From an optimization exercise on the open Yosys and OpenROAD flow, aimed at small area and a short achievable clock period; shortcuts taken in it are not production practice.
In this exercise RTL edits were held to simulation tests only and were not proved equivalent to the original.
No activity file was given, so power comes from the tool's default toggle rates.

Setup of garnet:
// work_zyq
module work_zyq(CLK,rst,keystat,dataout);
	input CLK;
	input rst;
	input [4:0]keystat;
	output [31:0]dataout;
	reg [31:0]dataout;
	reg [14:0]first;       
	reg [2:0]preop;        
	reg [4:0]prestat;      
	wire is_add = preop == 3'b110;
	wire is_sub = preop == 3'b111;
	wire is_mul = preop == 3'b100;
	wire is_div = preop == 3'b101;
	wire is_none = ~preop[2];
	wire [14:0] second;
	zq_v4 uv(.d(dataout[15:0]), .v(second));
	wire subm = preop[0];
	wire [14:0] u;
	wire uco;              
	zq_rca #(15) uas(.a(first), .b(second ^ {15{subm}}), .ci(subm), .s(u), .co(uco));
	wire gt = uco & |u;
	wire [14:0] mag;       
	zq_cneg #(15) uneg(.x(u), .n(subm & ~uco), .y(mag));
	wire [15:0] sum = {uco, mag};
	wire [28:0] prod;
	zq_mul15 umul(.a(first), .b(second & {15{is_mul}}), .p(prod));
	wire [14:0] quo;
	zq_div15 udiv(.n(first), .d(second), .q(quo));
	wire [28:0] ans = ({29{is_add}} & {13'd0, uco, 15'd0}) |
	                  ({29{is_add | is_sub}} & {14'd0, mag}) |
	                  prod |
	                  ({29{is_div}} & {14'd0, quo}) |
	                  29'd0;    
	wire [31:0] bcd;
	zq_bcd29 ubcd(.b(ans), .d(bcd));
	wire neg = is_sub & ~gt;
	wire [4:0] nz;         
	assign nz[0] = |bcd[3:0];
	assign nz[1] = |bcd[7:4];
	assign nz[2] = |bcd[11:8];
	assign nz[3] = |bcd[15:12];
	assign nz[4] = |bcd[19:16];
	wire [5:1] sgn;
	assign sgn[1] = neg & ~|nz[4:1];
  ...
For scale: roughly 2,600 cells after synthesis, ~55 flip-flops, ~16,000 µm² of cells after synthesis.
Settings: LEC_CHECK=0, CAP_MARGIN=20, CORE_MARGIN=2, CORE_UTILIZATION=65, PLACE_DENSITY=0.8, SLEW_MARGIN=20; clock period 220.0 ns.
standard.sh (not shown) runs the stock make flow with config.mk's settings and CLKGATE_MAP_FILE= SYNTH_SCRIPT=/design/flow/synth_recipe.tcl, a recipe that flattens the netlist after the stock synthesis.
==> flow/flow/run.sh <==
#!/bin/bash
# Own layout flow: the standard synthesis and layout, except that
#  - Yosys skips the quick ABC pass inside synth (-noabc), extracts full/half adder
#    cells only in the modules listed in flow/fa_modules.txt (kept apart until mapping,
#    then flattened like the rest), and maps the logic with the area-oriented ABC script
#    in flow/abc.script (no gate upsizing); the modules in flow/fast_modules.txt (the key
#    decoder zq_ctl) are mapped with ORFS's speed script;
#  - no buffers for module pass-through wires (modules are flattened after mapping);
#  - port buffers are buf_2 cells;
#  - the resizer's repair_timing aims at the slack in flow/margin.txt (the SDC's clock is
#    unchanged).
# Each tool's full output goes to a log file in the work folder.
set -euo pipefail
WORK=$(pwd)
FL=$WORK/flow
MARGIN=$(cat "$FL/margin.txt")
FAMODS=$(cat "$FL/fa_modules.txt")
FASTMODS=$(cat "$FL/fast_modules.txt")

sed -e "s#^source \$::env(SCRIPTS_DIR)/synth_preamble.tcl#source \$::env(SCRIPTS_DIR)/synth_preamble.tcl\nset abc_fast \$abc_args\nset abc_args [lreplace \$abc_args 1 1 $FL/abc.script]#" \
    -e "s#^  extract_fa {\*}\[dont_use_extract_fa_args\]\$#  extract_fa {*}[dont_use_extract_fa_args] $FAMODS#" \
    -e "s#^  log_cmd abc {\*}\$abc_args\$#  log_cmd abc {*}\$abc_fast $FASTMODS\n  log_cmd abc {*}\$abc_args \$::env(DESIGN_NAME) $FAMODS#" \
  "$FLOW_HOME/scripts/synth.tcl" > "$WORK/own_synth.tcl"
grep -q "lreplace \$abc_args 1 1" "$WORK/own_synth.tcl"
grep -q "abc_fast $FASTMODS" "$WORK/own_synth.tcl"
grep -q "extract_fa {\*}\[dont_use_extract_fa_args\] $FAMODS" "$WORK/own_synth.tcl"
sed "s#\$::env(SCRIPTS_DIR)/synth.tcl#$WORK/own_synth.tcl#" "$WORK/synth_recipe.tcl" > "$WORK/own_synth_recipe.tcl"
grep -q "own_synth.tcl" "$WORK/own_synth_recipe.tcl"
sed "s#SYNTH_SCRIPT=[^ ]*#SYNTH_SCRIPT=$WORK/own_synth_recipe.tcl#" "$WORK/standard.sh" > "$WORK/own_synth.sh"
grep -q "own_synth_recipe.tcl" "$WORK/own_synth.sh"

SYNTH_KEEP_MODULES="$FASTMODS $FAMODS" SYNTH_ARGS=-noabc SYNTH_INSBUF=0 bash "$WORK/own_synth.sh" synth > "$WORK/synth.log" 2>&1
export BUFFER_PORTS_ARGS="-buffer_cell sky130_fd_sc_hd__buf_2"
export SETUP_SLACK_MARGIN=$MARGIN
bash "$WORK/standard.sh" > "$WORK/layout.log" 2>&1
test -f "$WORK/out/final.def"
==> flow/flow/abc.script <==
strash
dch
amap
topo
==> flow/flow/fa_modules.txt <==
zq_mul15
==> flow/flow/fast_modules.txt <==
zq_ctl
==> flow/flow/margin.txt <==
174.6
Modified inputs, ember compared to garnet
- CORE_UTILIZATION changed from 65 to 55
- CTS_BUF_LIST newly set to sky130_fd_sc_hd__clkbuf_8
- PLACE_DENSITY changed from 0.8 to 0.7
==> flow/flow/run.sh <==
#!/bin/bash
# Own layout flow: the standard synthesis and layout, except that
#  - Yosys skips the quick ABC pass inside synth (-noabc), extracts full/half adder
#    cells only in the modules listed in flow/fa_modules.txt (kept apart until mapping,
#    then flattened like the rest), and maps the logic with the area-oriented ABC script
#    in flow/abc.script (no gate upsizing); the next-state module zq_ctl is mapped with
#    ORFS's speed script;
#  - no buffers for module pass-through wires (modules are flattened after mapping);
#  - port buffers are buf_2 cells;
#  - the resizer's repair_timing aims at the slack in flow/margin.txt (the SDC's clock is
#    unchanged).
# Each tool's full output goes to a log file in the work folder.
set -euo pipefail
WORK=$(pwd)
FL=$WORK/flow
MARGIN=$(cat "$FL/margin.txt")
FAMODS=$(cat "$FL/fa_modules.txt")

sed -e "s#^source \$::env(SCRIPTS_DIR)/synth_preamble.tcl#source \$::env(SCRIPTS_DIR)/synth_preamble.tcl\nset abc_fast \$abc_args\nset abc_args [lreplace \$abc_args 1 1 $FL/abc.script]#" \
    -e "s#^  extract_fa {\*}\[dont_use_extract_fa_args\]\$#  extract_fa {*}[dont_use_extract_fa_args] $FAMODS#" \
    -e "s#^  log_cmd abc {\*}\$abc_args\$#  log_cmd abc {*}\$abc_fast zq_ctl\n  log_cmd abc {*}\$abc_args \$::env(DESIGN_NAME) $FAMODS#" \
  "$FLOW_HOME/scripts/synth.tcl" > "$WORK/own_synth.tcl"
grep -q "lreplace \$abc_args 1 1" "$WORK/own_synth.tcl"
grep -q "abc_fast zq_ctl" "$WORK/own_synth.tcl"
grep -q "extract_fa {\*}\[dont_use_extract_fa_args\] $FAMODS" "$WORK/own_synth.tcl"
sed "s#\$::env(SCRIPTS_DIR)/synth.tcl#$WORK/own_synth.tcl#" "$WORK/synth_recipe.tcl" > "$WORK/own_synth_recipe.tcl"
grep -q "own_synth.tcl" "$WORK/own_synth_recipe.tcl"
sed "s#SYNTH_SCRIPT=[^ ]*#SYNTH_SCRIPT=$WORK/own_synth_recipe.tcl#" "$WORK/standard.sh" > "$WORK/own_synth.sh"
grep -q "own_synth_recipe.tcl" "$WORK/own_synth.sh"

SYNTH_KEEP_MODULES="zq_ctl $FAMODS" SYNTH_ARGS=-noabc SYNTH_INSBUF=0 bash "$WORK/own_synth.sh" synth > "$WORK/synth.log" 2>&1
export BUFFER_PORTS_ARGS="-buffer_cell sky130_fd_sc_hd__buf_2"
export SETUP_SLACK_MARGIN=$MARGIN
bash "$WORK/standard.sh" > "$WORK/layout.log" 2>&1
test -f "$WORK/out/final.def"
removed: flow/flow/fast_modules.txt
==> run summary <==
From garnet to ember the numbers moved as follows: design area flat, post-synthesis register bit count has remained practically unchanged. Number of global-route vias before repair (lower): ember. Compared with garnet, ember shows a cell total after placement that is 58 higher. Compared with garnet, in ember global-route usage over all layers decreased 5.7 points, clock latency at the later pin of the worst-skew pair level, combinational share of power now larger. garnet ended up with sky130_fd_sc_hd__a222oi_1 as its critical path's slowest cell; ember ended up with sky130_fd_sc_hd__nor2_2.

[afterwards: timing with drivers on the ports]
The flow's constraints put no driver on any port. The routed layouts listed below were extracted and timed again, unchanged, in two steps. Step 1: set_driving_cell puts a clkbuf_16 on CLK and a buf_2 on each other input, an assumption about the parent block. Step 2 adds t to the input delays and takes it off the output delays; t is the mean of the earliest and latest rising clock arrival at the registers after step 1. Input paths then give back, and output paths get back, about the clock's delay inside the block. a / b / c = ideal / step 1 / step 2; a / b = the first two.
run | t, ns | setup WS [ns] | clock arrival spread, ns
garnet | 0.338 | 174.641 / 174.655 / 174.317 | 0.007 / 0.007
ember | 0.345 | 174.660 / 174.681 / 174.336 | 0.011 / 0.011
After both steps every run listed still meets setup and hold.
